From an optimization exercise on the open Yosys and OpenROAD flow, aimed at small area and a short achievable clock period; shortcuts taken in it are not production practice.
Only simulation tests tie the RTL to the original design; equivalence was not proved.
No driver is modelled on the clock port, so clocking that relies on it looks cheaper here than on a real chip.
Power and IR drop assume default switching activity.

==> flow/design.v <==
module ALU_DESIGN #(parameter DW = 8, CW = 4)(INP_VALID,OPA,OPB,CIN,CLK,RST,CMD,CE,MODE,COUT,OFLOW,RES,G,E,L,ERR);
  input [DW-1:0] OPA,OPB;
  input CLK,RST,CE,MODE,CIN;
  input [CW-1:0] CMD;
  input [1:0] INP_VALID;
  output reg [DW+1:0] RES;
  output reg COUT;
  output reg OFLOW;
  output reg G;
  output reg E;
  output reg L;
  output reg ERR;
  reg [7:0] A, B;
  reg [3:0] C;
  reg [4:0] W;
  reg VA, VB;
  reg [7:0] P, Q;
  always @(posedge CLK) begin
    if (INP_VALID[0]) A <= OPA;
    if (INP_VALID[1]) B <= OPB;
    if (|INP_VALID) C <= CMD;
  end
  always @(posedge CLK) begin
    if (RST) begin
      VA <= 1'b0;
      VB <= 1'b0;
    end else begin
      if (INP_VALID[0]) VA <= 1'b1;
      if (INP_VALID[1]) VB <= 1'b1;
    end
  end
  always @(posedge CLK) begin
    if (|INP_VALID)
      W[3:0] <= 4'd0;
    else if ((VA ^ VB) && !W[4])
      W[3:0] <= W[3:0] + 4'd1;
  end
  always @(posedge CLK) begin
    if (RST || (|INP_VALID))
      W[4] <= 1'b0;
    else if ((VA ^ VB) && (&W[3:0]))
      W[4] <= 1'b1;
  end
  wire timeout_err = !RST && W[4] && (INP_VALID == 2'b10 || (INP_VALID == 2'b01 && VB));
  wire c0  = (C == 4'd0);
  wire c1  = (C == 4'd1);
  wire c2  = (C == 4'd2);
  wire c3  = (C == 4'd3);
  wire c4  = (C == 4'd4);
  wire c5  = (C == 4'd5);
  wire c6  = (C == 4'd6);
  wire c7  = (C == 4'd7);
  wire c8  = (C == 4'd8);
  wire c9  = (C == 4'd9);
  wire c10 = (C == 4'd10);
  wire c11 = (C == 4'd11);
  wire c12 = (C == 4'd12);
  wire c13 = (C == 4'd13);
  wire xa    = C[3] ? C[0] : ~(C[2] & C[1]);
  wire x1    = ~C[3] & C[2] & C[1] & ~C[0];
  wire xp    = C[3] & C[1] & ~C[0];
  wire ybsel = ~C[3] & ~(C[2] & ~C[1]);
  wire yinv  = ~C[2] & C[0];
  wire y1    = ~C[3] & C[2] & ~C[1] & C[0];
  wire ci    = c1 | c7 | c10 | (c2 & CIN) | (c3 & ~CIN);
  wire [7:0] xl = ({8{xa}} & A) | ({8{xp}} & P) | {8{x1}};
  wire [7:0] yl = ({8{ybsel}} & (B ^ {8{yinv}})) | {8{y1}} | ({8{xp}} & ~Q);
  wire xh = x1;
  wire yh = (ybsel & yinv) | y1 | xp;
  wire [9:0] xx = {xh, xh, xl};
  wire [9:0] yy = {yh, yh, yl};
  wire [9:0] sxy = xx + yy;
  wire [9:0] pr = xx ^ yy;
  wire [9:0] cxy = sxy ^ pr;
  wire [9:0] pa;
  genvar gp;
  generate for (gp = 0; gp < 10; gp = gp + 1) begin : g_pa
    if (gp == 0) begin : g0
      assign pa[0] = 1'b1;
    end else begin : gn
      assign pa[gp] = &pr[gp-1:0];
    end
  end endgenerate
  wire [9:0] sum = pr ^ (cxy | (pa & {10{ci}}));
  wire a_lt_b = A < B;
  wire a_eq_b = A == B;
  wire [63:0] pp;
  genvar gi, gj;
  generate for (gi = 0; gi < 8; gi = gi + 1) begin : g_pp
    for (gj = 0; gj < 8; gj = gj + 1) begin : g_ppj
      assign pp[gi*8+gj] = P[gi] & Q[gj];
    end
  end endgenerate
  wire t1 = pp[6] ^ pp[13];
  wire t2 = pp[6] & pp[13];
  wire t3 = pp[7] ^ pp[14] ^ pp[21];
  wire t4 = (pp[7] & pp[14]) | (pp[7] & pp[21]) | (pp[14] & pp[21]);
  wire t5 = pp[28] ^ pp[35];
  wire t6 = pp[28] & pp[35];
  wire t7 = pp[15] ^ pp[22] ^ pp[29];
  wire t8 = (pp[15] & pp[22]) | (pp[15] & pp[29]) | (pp[22] & pp[29]);
  wire t9 = pp[36] ^ pp[43];
  wire t10 = pp[36] & pp[43];
  wire t11 = pp[23] ^ pp[30] ^ pp[37];
  wire t13 = pp[4] ^ pp[11];
  wire t14 = pp[4] & pp[11];
  wire t15 = pp[5] ^ pp[12] ^ pp[19];
  wire t16 = (pp[5] & pp[12]) | (pp[5] & pp[19]) | (pp[12] & pp[19]);
  wire t17 = pp[26] ^ pp[33];
  wire t18 = pp[26] & pp[33];
  wire t19 = pp[20] ^ pp[27] ^ pp[34];
  wire t20 = (pp[20] & pp[27]) | (pp[20] & pp[34]) | (pp[27] & pp[34]);
  wire t21 = pp[41] ^ pp[48] ^ t1;
  wire t22 = (pp[41] & pp[48]) | (pp[41] & t1) | (pp[48] & t1);
  wire t23 = pp[42] ^ pp[49] ^ pp[56];
  wire t24 = (pp[42] & pp[49]) | (pp[42] & pp[56]) | (pp[49] & pp[56]);
  wire t25 = t3 ^ t5 ^ t2;
  wire t26 = (t3 & t5) | (t3 & t2) | (t5 & t2);
  wire t27 = pp[50] ^ pp[57] ^ t7;
  wire t28 = (pp[50] & pp[57]) | (pp[50] & t7) | (pp[57] & t7);
  wire t29 = t9 ^ t4 ^ t6;
  wire t30 = (t9 & t4) | (t9 & t6) | (t4 & t6);
  wire t31 = pp[44] ^ pp[51] ^ pp[58];
  wire t33 = t11 ^ t8 ^ t10;
  wire t35 = pp[3] ^ pp[10];
  wire t36 = pp[3] & pp[10];
  wire t37 = pp[18] ^ pp[25] ^ pp[32];
  wire t38 = (pp[18] & pp[25]) | (pp[18] & pp[32]) | (pp[25] & pp[32]);
  wire t39 = pp[40] ^ t15 ^ t17;
  wire t40 = (pp[40] & t15) | (pp[40] & t17) | (t15 & t17);
  wire t41 = t19 ^ t21 ^ t16;
  wire t42 = (t19 & t21) | (t19 & t16) | (t21 & t16);
  wire t43 = t23 ^ t25 ^ t20;
  wire t44 = (t23 & t25) | (t23 & t20) | (t25 & t20);
  wire t45 = t27 ^ t29 ^ t24;
  wire t46 = (t27 & t29) | (t27 & t24) | (t29 & t24);
  wire t47 = t31 ^ t33 ^ t28;
  wire t49 = pp[2] ^ pp[9];
  wire t50 = pp[2] & pp[9];
  wire t51 = pp[17] ^ pp[24] ^ t35;
  wire t52 = (pp[17] & pp[24]) | (pp[17] & t35) | (pp[24] & t35);
  wire t53 = t13 ^ t37 ^ t36;
  wire t54 = (t13 & t37) | (t13 & t36) | (t37 & t36);
  wire t55 = t14 ^ t39 ^ t38;
  wire t56 = (t14 & t39) | (t14 & t38) | (t39 & t38);
  wire t57 = t18 ^ t41 ^ t40;
  wire t58 = (t18 & t41) | (t18 & t40) | (t41 & t40);
  wire t59 = t22 ^ t43 ^ t42;
  wire t60 = (t22 & t43) | (t22 & t42) | (t43 & t42);
  wire t61 = t26 ^ t45 ^ t44;
  wire t62 = (t26 & t45) | (t26 & t44) | (t45 & t44);
  wire t63 = t30 ^ t47 ^ t46;
  wire [9:0] mr1 = {t63, t61, t59, t57, t55, t53, t51, pp[16], pp[1], pp[0]};
  wire [9:0] mr2 = {t62, t60, t58, t56, t54, t52, t50, t49, pp[8], 1'b0};
  wire [9:0] prod = mr1 + mr2;
  wire [7:0] pinc, qinc;
  genvar gq;
  generate for (gq = 0; gq < 8; gq = gq + 1) begin : g_inc
    if (gq == 0) begin : g0
      assign pinc[0] = ~A[0];
      assign qinc[0] = ~B[0];
    end else begin : gn
      assign pinc[gq] = A[gq] ^ (&A[gq-1:0]);
      assign qinc[gq] = B[gq] ^ (&B[gq-1:0]);
    end
  end endgenerate
  wire lt0 = c1 | c3 | c5 | c6 | c7;
  wire lt1 = c1 | c4 | c6;
  wire lt2 = c1 | c4 | c7 | c8;
  wire lt3 = c0 | c5 | c8;
  wire [7:0] lfun = (A & B & {8{lt3}}) | (A & ~B & {8{lt2}}) | (~A & B & {8{lt1}}) | (~A & ~B & {8{lt0}});
  wire [7:0] lres = lfun |
      ({8{c9}}  & {A[6:0], 1'b0}) |
      ({8{c10 | c11}} & {B[6:0], 1'b0}) |
      {7'd0, c2 & (|A) & (|B)};
  wire s0 = B[0];
  wire s1 = B[1] ^ (C[0] & B[0]);
  wire s2 = B[2] ^ (C[0] & (B[1] | B[0]));
  wire [7:0] r1 = s0 ? {A[6:0], A[7]} : A;
  wire [7:0] r2 = s1 ? {r1[5:0], r1[7:6]} : r1;
  wire [7:0] r3 = s2 ? {r2[3:0], r2[7:4]} : r2;
  wire [7:0] lrot = (c12 | c13) ? r3 : 8'd0;
  wire [9:0] ares =
      ({10{~C[3] | c10}} & sum) |
      ({10{c9}} & prod);
  wire [9:0] res_n = MODE ? ares : {2'b00, lres | lrot};
  wire cout_n  = MODE & (c0 | c2) & sum[8];
  wire oflow_n = MODE & (c1 | c3) & a_lt_b;
  wire e_n     = MODE & c8 & a_eq_b;
  wire g_n     = MODE & c8 & ~a_lt_b & ~a_eq_b;
  wire l_n     = MODE & c8 & a_lt_b;
  wire err_n   = ~MODE & c12 & (|B[7:4]);
  wire upd = CE & (RST | (VA & VB));
  always @(posedge CLK) begin
    if (upd) begin
      RES   <= RST ? 10'd0 : res_n;
      COUT  <= !RST & cout_n;
      OFLOW <= !RST & oflow_n;
      G     <= !RST & g_n;
      E     <= !RST & e_n;
      L     <= !RST & l_n;
    end
  end
  always @(posedge CLK) begin
    if (timeout_err)
      ERR <= 1'b1;
    else if (upd)
      ERR <= !RST & err_n;
  end
  wire pq_upd = CE & (RST | (VA & VB & MODE & (c9 | c10)));
  always @(posedge CLK) begin
    if (pq_upd) begin
      P <= RST ? 8'd0 : (c9 ? pinc : {A[6:0], 1'b0});
      Q <= RST ? 8'd0 : (c9 ? qinc : B);
    end
  end
endmodule
export LEC_CHECK = 0
export CAP_MARGIN = 20
export CORE_MARGIN = 2
export CORE_UTILIZATION = 40
export SETUP_SLACK_MARGIN = 2.4
export SLEW_MARGIN = 20
create_clock -name core_clock -period 5.0 [get_ports {CLK}]
standard.sh (not shown) runs the stock make flow with config.mk's settings and CLKGATE_MAP_FILE= SYNTH_SCRIPT=/design/flow/synth_recipe.tcl, a recipe that flattens the netlist after the stock synthesis.
==> flow/flow/run.sh <==
#!/bin/bash
# Layout flow: the standard ORFS flow (standard.sh), with two changes:
#  - synthesis is the standard script (synth_recipe.tcl, ORFS synth.tcl) except
#    that full/half-adder extraction is off (ADDER_MAP_FILE empty) and the
#    final ABC mapping runs flow/syn.abc instead of ORFS's speed script;
#    the registers are unchanged (same passes up to dfflibmap);
#  - the port buffers are sky130_fd_sc_hd__buf_2 cells instead of the
#    default delay cells;
#  - after CTS, flow/skew.tcl delays the clock of the output registers
#    (useful skew for the register-to-register paths into them).
set -uo pipefail
W=$(pwd)
{
  head -n 1 synth_recipe.tcl
  cat <<EOT
proc abc {args} {
  set i [lsearch \$args -script]
  lset args [expr {\$i + 1}] $W/flow/syn.abc
  puts "flow/run.sh: abc \$args"
  yosys abc {*}\$args
}
EOT
  tail -n +2 synth_recipe.tcl
} > my_synth.tcl
bash standard.sh SYNTH_SCRIPT=$W/my_synth.tcl ADDER_MAP_FILE= \
  "BUFFER_PORTS_ARGS=-buffer_cell sky130_fd_sc_hd__buf_2" \
  POST_CTS_TCL=$W/flow/skew.tcl finish > flow_standard.log 2>&1
rc=$?
cp -r orfs/logs flow_orfs_logs 2>/dev/null
exit $rc
==> flow/flow/skew.tcl <==
# Useful skew between registers: the output registers (RES and the flags)
# get their clock later than the registers that feed them (the second
# group, P and Q, has an empty chain here). Each group of
# target registers on one clock-tree leaf net gets a chain of delay cells.
proc skew_esc {s} { return [string map {[ \\[ ] \\]} $s] }
set skew_rx [list {^(RES\[[0-9]+\]|COUT|OFLOW|G|E|L|ERR)\$_} {^(P|Q)\[[0-9]+\]\$_}]
set skew_chain [list {sky130_fd_sc_hd__clkdlybuf4s25_1 sky130_fd_sc_hd__clkbuf_4} {}]
array unset skew_grp
foreach cell [get_cells *] {
  set name [get_full_name $cell]
  for {set gi 0} {$gi < 2} {incr gi} {
    if {[regexp [lindex $skew_rx $gi] $name]} {
      set pin [get_pins -quiet "[skew_esc $name]/CLK"]
      if {$pin eq ""} { continue }
      set net [get_full_name [get_nets -of_objects $pin]]
      lappend skew_grp([list $net $gi]) $pin
    }
  }
}
set nins 0
foreach key [lsort [array names skew_grp]] {
  lassign $key net gi
  set chain [lindex $skew_chain $gi]
  set curnet $net
  foreach bc $chain {
    set pins $skew_grp($key)
    insert_buffer -buffer_cell $bc -net [get_nets [skew_esc $curnet]] -load_pins $pins
    incr nins
    set curnet [get_full_name [get_nets -of_objects [lindex $pins 0]]]
  }
  puts "skew: group $gi on $net: [llength $skew_grp($key)] registers, now on $curnet"
}
puts "skew: inserted $nins cells"
# The skew must not be what makes the input paths meet timing: from here on
# the repair sees CIN and MODE, whose paths end mostly at the delayed
# registers, arriving later by more than the skew.
set_input_delay 1.5 -clock [get_clocks core_clock] [get_ports {CIN MODE}]
detailed_placement
estimate_parasitics -placement
repair_timing_helper
detailed_placement
check_placement -verbose
Other scripts of this flow, unchanged in this note and not shown: flow/flow/syn.abc
Change:
==> flow/flow/run.sh (replaced) <==
#!/bin/bash
# Layout flow: the standard ORFS flow (standard.sh), with these changes:
#  - synthesis is the standard script (synth_recipe.tcl, ORFS synth.tcl) except
#    that full/half-adder extraction is off (ADDER_MAP_FILE empty), Yosys's
#    quick ABC run inside synth is skipped (-noabc), and the final ABC
#    mapping runs in two parts: the logic downstream of the CIN port (which
#    arrives late) with flow/late.abc, the rest with flow/syn.abc, so that
#    ABC cannot fold CIN into the start of the adder's carry chain; the
#    registers are unchanged (same passes up to dfflibmap);
#  - the port buffers are sky130_fd_sc_hd__buf_2 cells instead of the
#    default delay cells;
#  - after CTS, flow/skew.tcl delays the clock of the output registers
#    (useful skew for the register-to-register paths into them).
set -uo pipefail
W=$(pwd)
{
  head -n 1 synth_recipe.tcl
  cat <<EOT
proc synth {args} { yosys synth -nofsm -noshare -noabc {*}\$args }
proc abc {args} {
  set i [lsearch \$args -script]
  set g {\$_AND_,\$_OR_,\$_XOR_,\$_XNOR_,\$_MUX_,\$_NOT_,\$_NAND_,\$_NOR_,\$_ANDNOT_,\$_ORNOT_}
  yosys select -set late w:CIN %co*:+\$g
  lset args [expr {\$i + 1}] $W/flow/syn.abc
  puts "flow/run.sh: abc \$args * @late %d"
  yosys abc {*}\$args * @late %d
  lset args [expr {\$i + 1}] $W/flow/late.abc
  puts "flow/run.sh: abc \$args @late"
  yosys abc {*}\$args @late
}
EOT
  tail -n +2 synth_recipe.tcl
} > my_synth.tcl
bash standard.sh SYNTH_SCRIPT=$W/my_synth.tcl ADDER_MAP_FILE= \
  "BUFFER_PORTS_ARGS=-buffer_cell sky130_fd_sc_hd__buf_2" \
  "CTS_ARGS=-sink_clustering_enable -repair_clock_nets -dont_use_dummy_load" \
  POST_CTS_TCL=$W/flow/skew.tcl finish > flow_standard.log 2>&1
rc=$?
cp -r orfs/logs flow_orfs_logs 2>/dev/null
exit $rc
==> flow/flow/late.abc (new file) <==
strash
dch
map -D 2000
strash
dch
map -D 2000
topo
buffer -c
upsize -c -D 2000
dnsize -c -D 2000
stime -c
--- a/flow/flow/skew.tcl
+++ b/flow/flow/skew.tcl
@@ -6,3 +6,3 @@
 set skew_rx [list {^(RES\[[0-9]+\]|COUT|OFLOW|G|E|L|ERR)\$_} {^(P|Q)\[[0-9]+\]\$_}]
-set skew_chain [list {sky130_fd_sc_hd__clkdlybuf4s25_1 sky130_fd_sc_hd__clkbuf_4} {}]
+set skew_chain [list {sky130_fd_sc_hd__clkdlybuf4s50_1 sky130_fd_sc_hd__clkbuf_4} {}]
 array unset skew_grp
@@ -36,3 +36,3 @@
 # registers, arriving later by more than the skew.
-set_input_delay 1.5 -clock [get_clocks core_clock] [get_ports {CIN MODE}]
+set_input_delay 1.6 -clock [get_clocks core_clock] [get_ports {CIN MODE}]
 detailed_placement
Settings changed: SETUP_SLACK_MARGIN 2.4 to 2.3.
=> The new run passed the timing, design-rule and antenna checks. Cell area fell by a few percent. Power drops by a few percent. Cell count shrinks slightly. Sequential share of layout area is higher by 1.4 points. Setup slack is better by 42 ps.
Change:
==> flow/flow/run.sh (replaced) <==
#!/bin/bash
# Layout flow: the standard ORFS flow (standard.sh), with two changes:
#  - synthesis is the standard script (synth_recipe.tcl, ORFS synth.tcl) except
#    that full/half-adder extraction is off (ADDER_MAP_FILE empty) and the
#    final ABC mapping runs flow/syn.abc instead of ORFS's speed script;
#    the registers are unchanged (same passes up to dfflibmap);
#  - the port buffers are sky130_fd_sc_hd__buf_2 cells instead of the
#    default delay cells;
#  - after CTS, flow/skew.tcl delays the clock of the output registers
#    (useful skew for the register-to-register paths into them).
set -uo pipefail
W=$(pwd)
{
  head -n 1 synth_recipe.tcl
  cat <<EOT
proc abc {args} {
  set i [lsearch \$args -script]
  lset args [expr {\$i + 1}] $W/flow/syn.abc
  puts "flow/run.sh: abc \$args"
  yosys abc {*}\$args
}
EOT
  tail -n +2 synth_recipe.tcl
} > my_synth.tcl
bash standard.sh SYNTH_SCRIPT=$W/my_synth.tcl ADDER_MAP_FILE= \
  "BUFFER_PORTS_ARGS=-buffer_cell sky130_fd_sc_hd__buf_2" \
  POST_CTS_TCL=$W/flow/skew.tcl finish > flow_standard.log 2>&1
rc=$?
cp -r orfs/logs flow_orfs_logs 2>/dev/null
exit $rc
--- a/flow/flow/skew.tcl
+++ b/flow/flow/skew.tcl
@@ -6,3 +6,3 @@
 set skew_rx [list {^(RES\[[0-9]+\]|COUT|OFLOW|G|E|L|ERR)\$_} {^(P|Q)\[[0-9]+\]\$_}]
-set skew_chain [list {sky130_fd_sc_hd__clkdlybuf4s50_1 sky130_fd_sc_hd__clkbuf_4} {}]
+set skew_chain [list {sky130_fd_sc_hd__clkdlybuf4s25_1 sky130_fd_sc_hd__clkbuf_4} {}]
 array unset skew_grp
@@ -36,3 +36,3 @@
 # registers, arriving later by more than the skew.
-set_input_delay 1.6 -clock [get_clocks core_clock] [get_ports {CIN MODE}]
+set_input_delay 1.65 -clock [get_clocks core_clock] [get_ports {CIN MODE}]
 detailed_placement
Settings changed: PLACE_DENSITY set to 0.75.
removed: flow/flow/late.abc
Global-route usage came out lower by 0.48 points.
Synthesized cell count falls by about 1.2%.
Core utilization rose by 1.8 points.
Flip-flop and latch count stays the same.
Change:
==> flow/flow/run.sh (replaced) <==
#!/bin/bash
# Layout flow: the standard ORFS flow (standard.sh), with these changes:
#  - synthesis is the standard script (synth_recipe.tcl, ORFS synth.tcl) except
#    that full/half-adder extraction is off (ADDER_MAP_FILE empty), Yosys's
#    quick ABC run inside synth is skipped (-noabc), and the final ABC
#    mapping runs in two parts: the logic downstream of the CIN port (which
#    arrives late) with flow/late.abc, the rest with flow/syn.abc, so that
#    ABC cannot fold CIN into the start of the adder's carry chain; the
#    registers are unchanged (same passes up to dfflibmap);
#  - the port buffers are sky130_fd_sc_hd__buf_2 cells instead of the
#    default delay cells;
#  - after CTS, flow/skew.tcl delays the clock of the output registers
#    (useful skew for the register-to-register paths into them).
set -uo pipefail
W=$(pwd)
{
  head -n 1 synth_recipe.tcl
  cat <<EOT
proc synth {args} { yosys synth -nofsm -noshare -noabc {*}\$args }
proc abc {args} {
  set i [lsearch \$args -script]
  set g {\$_AND_,\$_OR_,\$_XOR_,\$_XNOR_,\$_MUX_,\$_NOT_,\$_NAND_,\$_NOR_,\$_ANDNOT_,\$_ORNOT_}
  yosys select -set late w:CIN %co*:+\$g
  lset args [expr {\$i + 1}] $W/flow/syn.abc
  puts "flow/run.sh: abc \$args * @late %d"
  yosys abc {*}\$args * @late %d
  lset args [expr {\$i + 1}] $W/flow/late.abc
  puts "flow/run.sh: abc \$args @late"
  yosys abc {*}\$args @late
}
EOT
  tail -n +2 synth_recipe.tcl
} > my_synth.tcl
bash standard.sh SYNTH_SCRIPT=$W/my_synth.tcl ADDER_MAP_FILE= \
  "BUFFER_PORTS_ARGS=-buffer_cell sky130_fd_sc_hd__buf_2" \
  "CTS_ARGS=-sink_clustering_enable -repair_clock_nets -dont_use_dummy_load" \
  POST_CTS_TCL=$W/flow/skew.tcl finish > flow_standard.log 2>&1
rc=$?
cp -r orfs/logs flow_orfs_logs 2>/dev/null
exit $rc
==> flow/flow/late.abc (new file) <==
strash
dch
map -D 2000
strash
dch
map -D 2000
topo
buffer -c
upsize -c -D 2000
dnsize -c -D 2000
stime -c
--- a/flow/flow/skew.tcl
+++ b/flow/flow/skew.tcl
@@ -6,3 +6,3 @@
 set skew_rx [list {^(RES\[[0-9]+\]|COUT|OFLOW|G|E|L|ERR)\$_} {^(P|Q)\[[0-9]+\]\$_}]
-set skew_chain [list {sky130_fd_sc_hd__clkdlybuf4s25_1 sky130_fd_sc_hd__clkbuf_4} {}]
+set skew_chain [list {sky130_fd_sc_hd__clkdlybuf4s50_1 sky130_fd_sc_hd__clkbuf_4} {}]
 array unset skew_grp
@@ -36,3 +36,3 @@
 # registers, arriving later by more than the skew.
-set_input_delay 1.65 -clock [get_clocks core_clock] [get_ports {CIN MODE}]
+set_input_delay 1.6 -clock [get_clocks core_clock] [get_ports {CIN MODE}]
 detailed_placement
Settings changed: PLACE_DENSITY 0.75 to not set, SETUP_SLACK_MARGIN 2.3 to 2.4.
The new run went through all stages and came out clean.
Die area grows by 0.66%.
Fmax grows by 11%.
Area after synthesis grows by 0.68%.
Via count shrinks by 2.5%.
Worst hold slack is worse by 220 ps.
Cell area shrinks by 2.0%.
Synthesized cell count grows by 1.2%.
Routed wire length shrinks by 2.7%.
Sequential share of layout area grows by 0.50 points.
Change:
==> flow/flow/run.sh (replaced) <==
#!/bin/bash
# Layout flow: the standard ORFS flow (standard.sh), with two changes:
#  - synthesis is the standard script (synth_recipe.tcl, ORFS synth.tcl) except
#    that full/half-adder extraction is off (ADDER_MAP_FILE empty) and the
#    final ABC mapping runs flow/syn.abc instead of ORFS's speed script;
#    the registers are unchanged (same passes up to dfflibmap);
#  - the port buffers are sky130_fd_sc_hd__buf_2 cells instead of the
#    default delay cells;
#  - after CTS, flow/skew.tcl delays the clock of the output registers
#    (useful skew for the register-to-register paths into them).
set -uo pipefail
W=$(pwd)
{
  head -n 1 synth_recipe.tcl
  cat <<EOT
proc abc {args} {
  set i [lsearch \$args -script]
  lset args [expr {\$i + 1}] $W/flow/syn.abc
  puts "flow/run.sh: abc \$args"
  yosys abc {*}\$args
}
EOT
  tail -n +2 synth_recipe.tcl
} > my_synth.tcl
bash standard.sh SYNTH_SCRIPT=$W/my_synth.tcl ADDER_MAP_FILE= \
  "BUFFER_PORTS_ARGS=-buffer_cell sky130_fd_sc_hd__buf_2" \
  "CTS_ARGS=-sink_clustering_enable -repair_clock_nets -dont_use_dummy_load" \
  POST_CTS_TCL=$W/flow/skew.tcl finish > flow_standard.log 2>&1
rc=$?
cp -r orfs/logs flow_orfs_logs 2>/dev/null
exit $rc
--- a/flow/flow/skew.tcl
+++ b/flow/flow/skew.tcl
@@ -36,3 +36,3 @@
 # registers, arriving later by more than the skew.
-set_input_delay 1.6 -clock [get_clocks core_clock] [get_ports {CIN MODE}]
+set_input_delay 1.85 -clock [get_clocks core_clock] [get_ports {CIN MODE}]
 detailed_placement
Settings changed: SETUP_SLACK_MARGIN 2.4 to 2.35.
removed: flow/flow/late.abc
After rerunning: Die area shrinks by 0.65%. Core utilization grows by 2.4 points. Hold slack improved by 82 ps. Wire length grows by 2.3%. Setup slack got worse by 190 ps.

-- separate check: timing with driven ports --
No port has a modelled driver above. Below, the same layouts with a new extraction and two added sets of constraints. Step 1: set_driving_cell puts a clkbuf_16 on CLK and a buf_2 on each other input, an assumption about the parent block. Step 2, shift: input delay + t, output delay - t, t = (earliest + latest rising clock arrival at the registers) / 2. This alone moves slack from input paths to output paths. Slacks: ideal / step 1 / step 2; pairs: ideal / step 1.
run | t, ns | setup slack, ns | hold slack, ns | latest minus earliest clock arrival (ns) | slew at the worst register clock pin (ns)
the second run | 0.672 | 2.450 / 2.450 / 2.027 | 0.049 / 0.049 / 0.049 | 0.607 / 0.607 | 0.08 / 0.08
the fourth run | 0.676 | 2.530 / 2.498 / 2.045 | 0.036 / 0.036 / 0.036 | 0.618 / 0.618 | 0.08 / 0.08
Clock arrivals are far apart in the second run and the fourth run, so t is only a midpoint there and step 2 fits no single register. For the fourth run, which loses most, drivers alone change the setup slack by -0.032 ns; drivers and shift together by -0.485 ns.
